Context: an optimization exercise on an open-source flow, tuned for small area, a short achievable clock period and few clock cycles per item. The choices shown serve that exercise and are no tape-out recipe. Function was checked by simulation only, so behaviour that the tests miss may differ from the original. No driver is modelled on the clock port, so clock power and skew are understated where the tree is cut down; a real chip needs a root buffer or a tree. Power figures rest on the tool's default switching activity, not on a simulated workload.

== P ==
// Int2Ieee754
module Int2Ieee754
#
(
	parameter	inputDataLength	=	32
)
(
    input 	CLK,
    input 	RST,
    input	[inputDataLength-1:0] 		IntInput,
    input	inputCS,
	 output	reg 	[31:0] 		Data754,
    output 	reg					outputCS
    );
Size in the first run: about 280 cells after synthesis, about 31 flip-flops, about 0.0021 mm^2 of cells after synthesis.
Settings: LEC_CHECK=0, CAP_MARGIN=20, CORE_MARGIN=2, CORE_UTILIZATION=30, GPL_TIMING_DRIVEN=0, SETUP_SLACK_MARGIN=1.45, SLEW_MARGIN=20; clock period 4.0 ns.
standard.sh (not shown) runs the stock make flow with config.mk's settings and CLKGATE_MAP_FILE= SYNTH_SCRIPT=/design/flow/synth_recipe.tcl, a recipe that flattens the netlist after the stock synthesis.
==> flow/flow/run.sh <==
#!/bin/bash
# The standard layout (standard.sh), with three changes:
#  - the port buffers are small buf_1 cells;
#  - synthesis maps the logic with flow/abc.script (an area-oriented ABC script)
#    instead of ORFS's abc_speed.script. Everything else in synthesis is
#    synth_recipe.tcl unchanged, so the registers are the standard synthesis's;
#  - the clock is distributed by flow/clock.tcl (a few clock buffers, each
#    driving the flip-flops near it) instead of TritonCTS's H-tree.
# Tool output goes to standard.log here and to the ORFS logs under orfs/logs.
set -e
here=$(pwd)
export BUFFER_PORTS_ARGS="-buffer_cell sky130_fd_sc_hd__buf_1"
export PRE_CTS_TCL=$here/flow/clock.tcl
{
  echo "proc abc {args} { set i [lsearch -exact \$args -script]; if {\$i >= 0} { lset args [expr {\$i + 1}] $here/flow/abc.script }; yosys abc {*}\$args }"
  cat synth_recipe.tcl
} > my_synth.tcl
sed "s#SYNTH_SCRIPT=[^ ]*#SYNTH_SCRIPT=$here/my_synth.tcl#" standard.sh > my_standard.sh
bash my_standard.sh > standard.log 2>&1
Other scripts of this flow, unchanged in this note and not shown: flow/flow/abc.script, flow/flow/clock.tcl
Testbench counts of P, summed over its fixed seeds: cycles 4,800, items 2,400.
Modified inputs, Q compared to P
- TNS_END_PERCENT: unset -> 0
- GPL_TIMING_DRIVEN: 0 -> 1
- SETUP_SLACK_MARGIN: 1.45 -> 1.75
[summary]
Re detailed placement HPWL: Q and P aren't equal, and the higher value belongs to Q. Comparing share of power burned in combinational logic for Q and P, the bigger number came from Q. Going from P to Q, slew at the pin closest to its max-slew limit shrinks by 90 ps. Required time reported for the critical path endpoint is lower on Q. Proportion of cell area occupied by multi-input gates, Q and P: higher on P. P and Q ended up with roughly the same post-CTS clock slew at the launch and capture registers of the worst setup and hold paths. Diff Q..P | post-synth net total | unchanged. Re final standard cell count with taps included and fillers excluded: Q is 20 up on P. Both conditions hold for Q: the flow ran to the end and the final layout passed the timing, design-rule and antenna checks. The number of cells on the critical path in Q was lower than what P gave. On maximum frequency: between Q and P, it ends up lower for P. A start point of the critical path of IntInput[6] is what Q shows, while IntInput[28] belongs to P.
For R, these inputs were changed with respect to Q:
- SETUP_SLACK_MARGIN changed from 1.75 to 1.6
Findings:
- Taking Q as the reference, in R final hold slack now smaller, number of non-filler instances in the completed layout now smaller, wire length of the first global-routing pass now smaller.
Inputs modified between R and S:
- CORE_UTILIZATION changed from 30 to 35
- SETUP_SLACK_MARGIN changed from 1.6 to 1.45
- TNS_END_PERCENT removed (was 0)
- GPL_TIMING_DRIVEN changed from 1 to 0
[summary]
Final layout net count in S is 2 below R. Any difference in via count between R and S is small enough to ignore. Relative to R, met1 usage in global routing increased by 9.3 points in S.
In every run of this note, the design's own scripts or RTL, not TritonCTS, make the clock network.

* * *

Int2Ieee754, a different RTL version from the one above (not shown whole).
Size: roughly 260 cells after synthesis, ~31 flip-flops, about 68 I/O pins, ~0.0024 mm^2 of cells after synthesis.
==> flow/config.mk <==
export PLATFORM = sky130hd
export DESIGN_NAME = Int2Ieee754
export DESIGN_NICKNAME = Int2Ieee754
export VERILOG_FILES = /design/flow/design.v
export SDC_FILE = /design/flow/constraint.sdc
export NUM_CORES = 4
export LEC_CHECK = 0
export CAP_MARGIN = 20
export CORE_MARGIN = 2
export CORE_UTILIZATION = 40
export GPL_TIMING_DRIVEN = 0
export SETUP_SLACK_MARGIN = 1.5
export SLEW_MARGIN = 20
==> flow/constraint.sdc <==
create_clock -name core_clock -period 4.0 [get_ports {CLK}]
set_input_delay 0.8000 -clock core_clock [delete_from_list [all_inputs] [get_ports {CLK}]]
set_output_delay 0.8000 -clock core_clock [all_outputs]
set_load 0.01 [all_outputs]
==> flow/flow/run.sh <==
#!/bin/bash
# The standard layout (standard.sh), with two changes:
#  - the port buffers are small buf_1 cells;
#  - synthesis maps the logic with flow/abc.script (an area-oriented ABC script)
#    instead of ORFS's abc_speed.script. Everything else in synthesis is
#    synth_recipe.tcl unchanged, so the registers are the standard synthesis's.
set -e
here=$(pwd)
export BUFFER_PORTS_ARGS="-buffer_cell sky130_fd_sc_hd__buf_1"
{
  echo "proc abc {args} { set i [lsearch -exact \$args -script]; if {\$i >= 0} { lset args [expr {\$i + 1}] $here/flow/abc.script }; yosys abc {*}\$args }"
  cat synth_recipe.tcl
} > my_synth.tcl
sed "s#SYNTH_SCRIPT=[^ ]*#SYNTH_SCRIPT=$here/my_synth.tcl#" standard.sh > my_standard.sh
bash my_standard.sh > standard.log 2>&1
==> flow/flow/abc.script <==
strash
&get -n
&st
&dch
&nf -R 1000
&put
topo
The first run completed without violations.
Testbench counts at the start, summed over its fixed seeds: cycles 4,800, items 2,400.
Change:
- SETUP_SLACK_MARGIN: 1.5 -> 1.8
Result: The changed run ran to the end with no violations. Die area stays the same. Design area goes up by a quarter to a third. Cell count went up by a little under a tenth. Core utilization rises by 15 points. Flip-flop and latch count does not change. Total power came out higher by about a fifth. Worst hold slack gets worse by 7.7 ps. Setup slack degrades by 66 ps.
Change:
==> flow/flow/run.sh (replaced) <==
#!/bin/bash
# The standard layout, with small buf_1 cells as the port buffers.
export BUFFER_PORTS_ARGS="-buffer_cell sky130_fd_sc_hd__buf_1"

bash standard.sh > standard.log 2>&1
- SETUP_SLACK_MARGIN: 1.8 -> 1.3
removed: flow/flow/abc.script
Result:
- synthesized area climbs by 27%
- setup slack loses 86 ps
- hold slack gains 20 ps
- clock power drops by 15%
- synthesized cell count climbs by 48%

* * *

RTL: one of the versions met above, not the one the previous note started from.
Size in the first run: ~31 flip-flops, about 68 I/O pins, roughly 2100 sq um of cells after synthesis.
Settings: LEC_CHECK=0, CAP_MARGIN=20, CORE_MARGIN=2, CORE_UTILIZATION=30, GPL_TIMING_DRIVEN=0, SETUP_SLACK_MARGIN=1.9, SLEW_MARGIN=20, TNS_END_PERCENT=0; clock period 4.0 ns.
==> flow/flow/run.sh <==
#!/bin/bash
# The standard layout (standard.sh), with three changes:
#  - the port buffers are small buf_1 cells;
#  - synthesis maps the logic with flow/abc.script (an area-oriented ABC script)
#    instead of ORFS's abc_speed.script. Everything else in synthesis is
#    synth_recipe.tcl unchanged, so the registers are the standard synthesis's;
#  - the clock is distributed by flow/clock.tcl (a few clock buffers, each
#    driving the flip-flops near it) instead of TritonCTS's H-tree.
# Tool output goes to standard.log here and to the ORFS logs under orfs/logs.
set -e
here=$(pwd)
export BUFFER_PORTS_ARGS="-buffer_cell sky130_fd_sc_hd__buf_1"
export PRE_CTS_TCL=$here/flow/clock.tcl
{
  echo "proc abc {args} { set i [lsearch -exact \$args -script]; if {\$i >= 0} { lset args [expr {\$i + 1}] $here/flow/abc.script }; yosys abc {*}\$args }"
  cat synth_recipe.tcl
} > my_synth.tcl
sed "s#SYNTH_SCRIPT=[^ ]*#SYNTH_SCRIPT=$here/my_synth.tcl#" standard.sh > my_standard.sh
bash my_standard.sh > standard.log 2>&1
Other scripts of this flow, unchanged in this note and not shown: flow/flow/abc.script, flow/flow/clock.tcl
The first run ran to the end with no violations.
Testbench counts at the start, summed over its fixed seeds: cycles 4,800, items 2,400.
Then changed:
- CORE_UTILIZATION: 30 -> 25
- GPL_TIMING_DRIVEN: 0 -> 1
- SETUP_SLACK_MARGIN: 1.9 -> 1.6
- TNS_END_PERCENT: 0 -> not set
Outcome: Power decreases by a few percent; maximum frequency decreases slightly; design area decreases by a few percent; utilization decreases by 9.4 points; die area increases by about a fifth; critical path depth decreases by 1; via count decreases slightly; global-route usage decreases by 4.6 points; sequential power decreases slightly; cell count increases slightly; clock power decreases by a few percent.
Then changed:
- CORE_UTILIZATION: 25 -> 30
- GPL_TIMING_DRIVEN: 1 -> 0
- SETUP_SLACK_MARGIN: 1.6 -> 1.75
- TNS_END_PERCENT: not set -> 0
What happened:
- The changed run went through all stages and came out clean
- total power grows by about 3.8%
- wire length grows by 0.50%
- final area grows by about 5%
In every run of this note, the design's own scripts or RTL, not TritonCTS, make the clock network.

* * *

== job 6925 ==
Starting RTL as in the previous note.
## Int2Ieee754
module Int2Ieee754
#
(
	parameter	inputDataLength	=	32
)
(
    input 	CLK,
    input 	RST,
    input	[inputDataLength-1:0] 		IntInput,
    input	inputCS,
	 output	reg 	[31:0] 		Data754,
    output 	reg					outputCS
    );
export LEC_CHECK = 0
export CAP_MARGIN = 20
export CORE_MARGIN = 2
export CORE_UTILIZATION = 30
export GPL_TIMING_DRIVEN = 0
export SETUP_SLACK_MARGIN = 1.55
export SLEW_MARGIN = 20
create_clock -name core_clock -period 4.0 [get_ports {CLK}]
==> flow/flow/run.sh <==
#!/bin/bash
# The standard layout (standard.sh), with three changes:
#  - the port buffers are small buf_1 cells;
#  - synthesis maps the logic with flow/abc.script (an area-oriented ABC script)
#    instead of ORFS's abc_speed.script, and keeps ABC off the slow wide
#    gates listed in flow/abc_dont_use.txt. Everything else in synthesis is
#    synth_recipe.tcl unchanged, so the registers are the standard synthesis's;
#  - the clock is distributed by flow/clock.tcl (a few clock buffers, each
#    driving the flip-flops near it) instead of TritonCTS's H-tree.
# Tool output goes to standard.log here and to the ORFS logs under orfs/logs.
set -e
here=$(pwd)
export BUFFER_PORTS_ARGS="-buffer_cell sky130_fd_sc_hd__buf_1"
export PRE_CTS_TCL=$here/flow/clock.tcl
{
  echo "proc abc {args} { set i [lsearch -exact \$args -script]; if {\$i >= 0} { lset args [expr {\$i + 1}] $here/flow/abc.script }; foreach c [list $(cat flow/abc_dont_use.txt)] { lappend args -dont_use \$c }; yosys abc {*}\$args }"
  cat synth_recipe.tcl
} > my_synth.tcl
sed "s#SYNTH_SCRIPT=[^ ]*#SYNTH_SCRIPT=$here/my_synth.tcl#" standard.sh > my_standard.sh
bash my_standard.sh > standard.log 2>&1
==> flow/flow/abc_dont_use.txt <==
sky130_fd_sc_hd__or4_* sky130_fd_sc_hd__nor4_* sky130_fd_sc_hd__or3_* sky130_fd_sc_hd__nor3_* sky130_fd_sc_hd__and4_* sky130_fd_sc_hd__nand4_*
Other scripts of this flow, unchanged in this note and not shown: flow/flow/abc.script, flow/flow/clock.tcl
Testbench counts of job 6925, summed over its fixed seeds: cycles 4,800, items 2,400.
[inputs] job 1835 vs job 6925
==> flow/flow/run.sh <==
#!/bin/bash
# The standard layout (standard.sh), with three changes:
#  - the port buffers are small buf_1 cells;
#  - synthesis maps the logic with flow/abc.script (an area-oriented ABC script)
#    instead of ORFS's abc_speed.script. Everything else in synthesis is
#    synth_recipe.tcl unchanged, so the registers are the standard synthesis's;
#  - the clock is distributed by flow/clock.tcl (a few clock buffers, each
#    driving the flip-flops near it) instead of TritonCTS's H-tree.
# Tool output goes to standard.log here and to the ORFS logs under orfs/logs.
set -e
here=$(pwd)
export BUFFER_PORTS_ARGS="-buffer_cell sky130_fd_sc_hd__buf_1"
export PRE_CTS_TCL=$here/flow/clock.tcl
{
  echo "proc abc {args} { set i [lsearch -exact \$args -script]; if {\$i >= 0} { lset args [expr {\$i + 1}] $here/flow/abc.script }; yosys abc {*}\$args }"
  cat synth_recipe.tcl
} > my_synth.tcl
sed "s#SYNTH_SCRIPT=[^ ]*#SYNTH_SCRIPT=$here/my_synth.tcl#" standard.sh > my_standard.sh
bash my_standard.sh > standard.log 2>&1
-- flow/config.mk --
<<< job 6925, line 9
export CORE_MARGIN = 2
export CORE_UTILIZATION = 30
export GPL_TIMING_DRIVEN = 0
export SETUP_SLACK_MARGIN = 1.55
export SLEW_MARGIN = 20
>>> job 1835, line 9
export CORE_MARGIN = 2
export CORE_UTILIZATION = 35
export GPL_TIMING_DRIVEN = 1
export SETUP_SLACK_MARGIN = 1.6
export SLEW_MARGIN = 20
removed: flow/flow/abc_dont_use.txt
Cmp job 1835 vs job 6925: tightest hold margin higher in job 1835
Diff job 6925 -> job 1835 | total design power | down slightly
Summary of job 1835 over job 6925: post-route clock period utilization fell 2.2 points, critical path's largest stage delay now sits lower.
Sort job 6925 and job 1835 by final design area excluding fillers desc -> top: job 6925
Final cell count ended up about 8% lower on job 1835 than on job 6925.
Measured against each other, job 6925 and job 1835 differ in post-CTS setup repair buffer count, the higher figure coming from job 1835.
Min number of instances in the synthesized netlist across job 6925 and job 1835: job 1835
Between job 6925 and job 1835, the core region area is higher for job 6925.
diff inputs: job 1835 => job 3591
-- flow/config.mk --
<<< job 1835, line 9
export CORE_MARGIN = 2
export CORE_UTILIZATION = 35
export GPL_TIMING_DRIVEN = 1
export SETUP_SLACK_MARGIN = 1.6
export SLEW_MARGIN = 20
>>> job 3591, line 9
export CORE_MARGIN = 2
export CORE_UTILIZATION = 30
export GPL_TIMING_DRIVEN = 1
export SETUP_SLACK_MARGIN = 1.75
export SLEW_MARGIN = 20
Looking at total via count in the routed design, job 3591 sits 82 higher than job 1835 does.
When job 3591 is set beside job 1835, its combinational power turns out to be 20% larger.
In the reports for job 3591 and job 1835, the larger post-layout instance area belongs to job 3591.
When job 3591 is measured against job 1835, its met3 wirelength from detailed routing turns out 6.5% higher.
Summary of the comparison: via count of the first global-routing pass is higher in job 3591, relative to job 1835.
Modified inputs, job 508 compared to job 3591
-- flow/config.mk --
<<< job 3591, line 11
export GPL_TIMING_DRIVEN = 1
export SETUP_SLACK_MARGIN = 1.75
export SLEW_MARGIN = 20
>>> job 508, line 11
export GPL_TIMING_DRIVEN = 1
export SETUP_SLACK_MARGIN = 1.65
export SLEW_MARGIN = 20
[compare] base=job 3591 new=job 508: post-route clock period utilization rose by 1.3 points; number of nets at the end of the flow decreased 3.5%.
Any difference in HPWL after detailed placement between job 508 and job 3591 is small enough to ignore.
In the flow results for job 508 and job 3591, the global-route usage is smaller on job 3591.
Core util | job 508 vs job 3591 | job 508 lower
Compare job 508 and job 3591 | aggregate routed wire length lower: job 508
Job 508 gives less met2 wirelength from detailed routing than job 3591 did.
Power, job 508 and job 3591, higher one = job 3591.
Diff job 3591 -> job 508 | cell area | down by a little under 10%
Diff job 3591..job 508 | share of the synthesized area in compound gates (AO/OA/AOI/OAI) | unchanged
Inputs modified between job 508 and job 4552:
-- flow/config.mk --
<<< job 508, line 11
export GPL_TIMING_DRIVEN = 1
export SETUP_SLACK_MARGIN = 1.65
export SLEW_MARGIN = 20
>>> job 4552, line 11
export GPL_TIMING_DRIVEN = 1
export SETUP_SLACK_MARGIN = 1.55
export SLEW_MARGIN = 20
Notes after the runs:
[compare] base=job 508 new=job 4552: average via count per standard cell dropped 0.16; worst setup skew after layout barely changed; global-route usage dropped 2.1 points.
In every run of this note, the design's own scripts or RTL, not TritonCTS, make the clock network.

[separate check: timing with driven ports]
No port has a modelled driver above. Below, the same layouts with a new extraction and two added sets of constraints. Step 1 assumes that a clkbuf_16 drives the clock port and a buf_2 every other input. Step 2 moves the port delays by t, midway between the first and last clock arrival at a register: inputs arrive t later, outputs are due t later. That takes back most of the time a late clock gives input paths. Slacks: ideal / step 1 / step 2; pairs: ideal / step 1.
run | shift t [ns] | setup WS [ns] | hold slack, ns | worst slew at a driven data input, ns
P | 0.192 | 1.525 / 1.539 / 1.364 | 0.406 / 0.379 / 0.505 | 0.03
Q | 0.186 | 1.697 / 1.723 / 1.537 | 0.411 / 0.387 / 0.500 | 0.03
R | 0.184 | 1.630 / 1.612 / 1.480 | 0.407 / 0.385 / 0.510 | 0.03
S | 0.191 | 1.536 / 1.538 / 1.372 | 0.405 / 0.380 / 0.495 | 0.04
the first run of note 2 | 0.309 | 1.553 / 1.525 / 1.274 | 0.268 / 0.261 / 0.570 | 0.04
the second run of note 2 | 0.312 | 1.487 / 1.457 / 1.280 | 0.260 / 0.251 / 0.564 | 0.05
the third run of note 2 | 0.291 | 1.402 / 1.376 / 1.143 | 0.280 / 0.278 / 0.569 | 0.03
the first run of note 3 | 0.192 | 1.707 / 1.709 / 1.549 | 0.402 / 0.372 / 0.503 | 0.04
the second run of note 3 | 0.185 | 1.683 / 1.684 / 1.519 | 0.401 / 0.376 / 0.520 | 0.03
the third run of note 3 | 0.189 | 1.684 / 1.682 / 1.521 | 0.405 / 0.378 / 0.495 | 0.03
job 6925 | 0.185 | 1.561 / 1.587 / 1.402 | 0.403 / 0.378 / 0.504 | 0.04
job 1835 | 0.186 | 1.650 / 1.632 / 1.502 | 0.411 / 0.388 / 0.508 | 0.03
job 3591 | 0.189 | 1.697 / 1.657 / 1.510 | 0.398 / 0.377 / 0.510 | 0.07
job 508 | 0.192 | 1.645 / 1.660 / 1.485 | 0.401 / 0.371 / 0.518 | 0.04
job 4552 | 0.185 | 1.618 / 1.647 / 1.462 | 0.405 / 0.382 / 0.507 | 0.04
After both steps setup and hold are still met in every run listed. For the first run of note 2, which loses most, drivers alone change the setup slack by -0.028 ns; drivers and shift together by -0.279 ns.
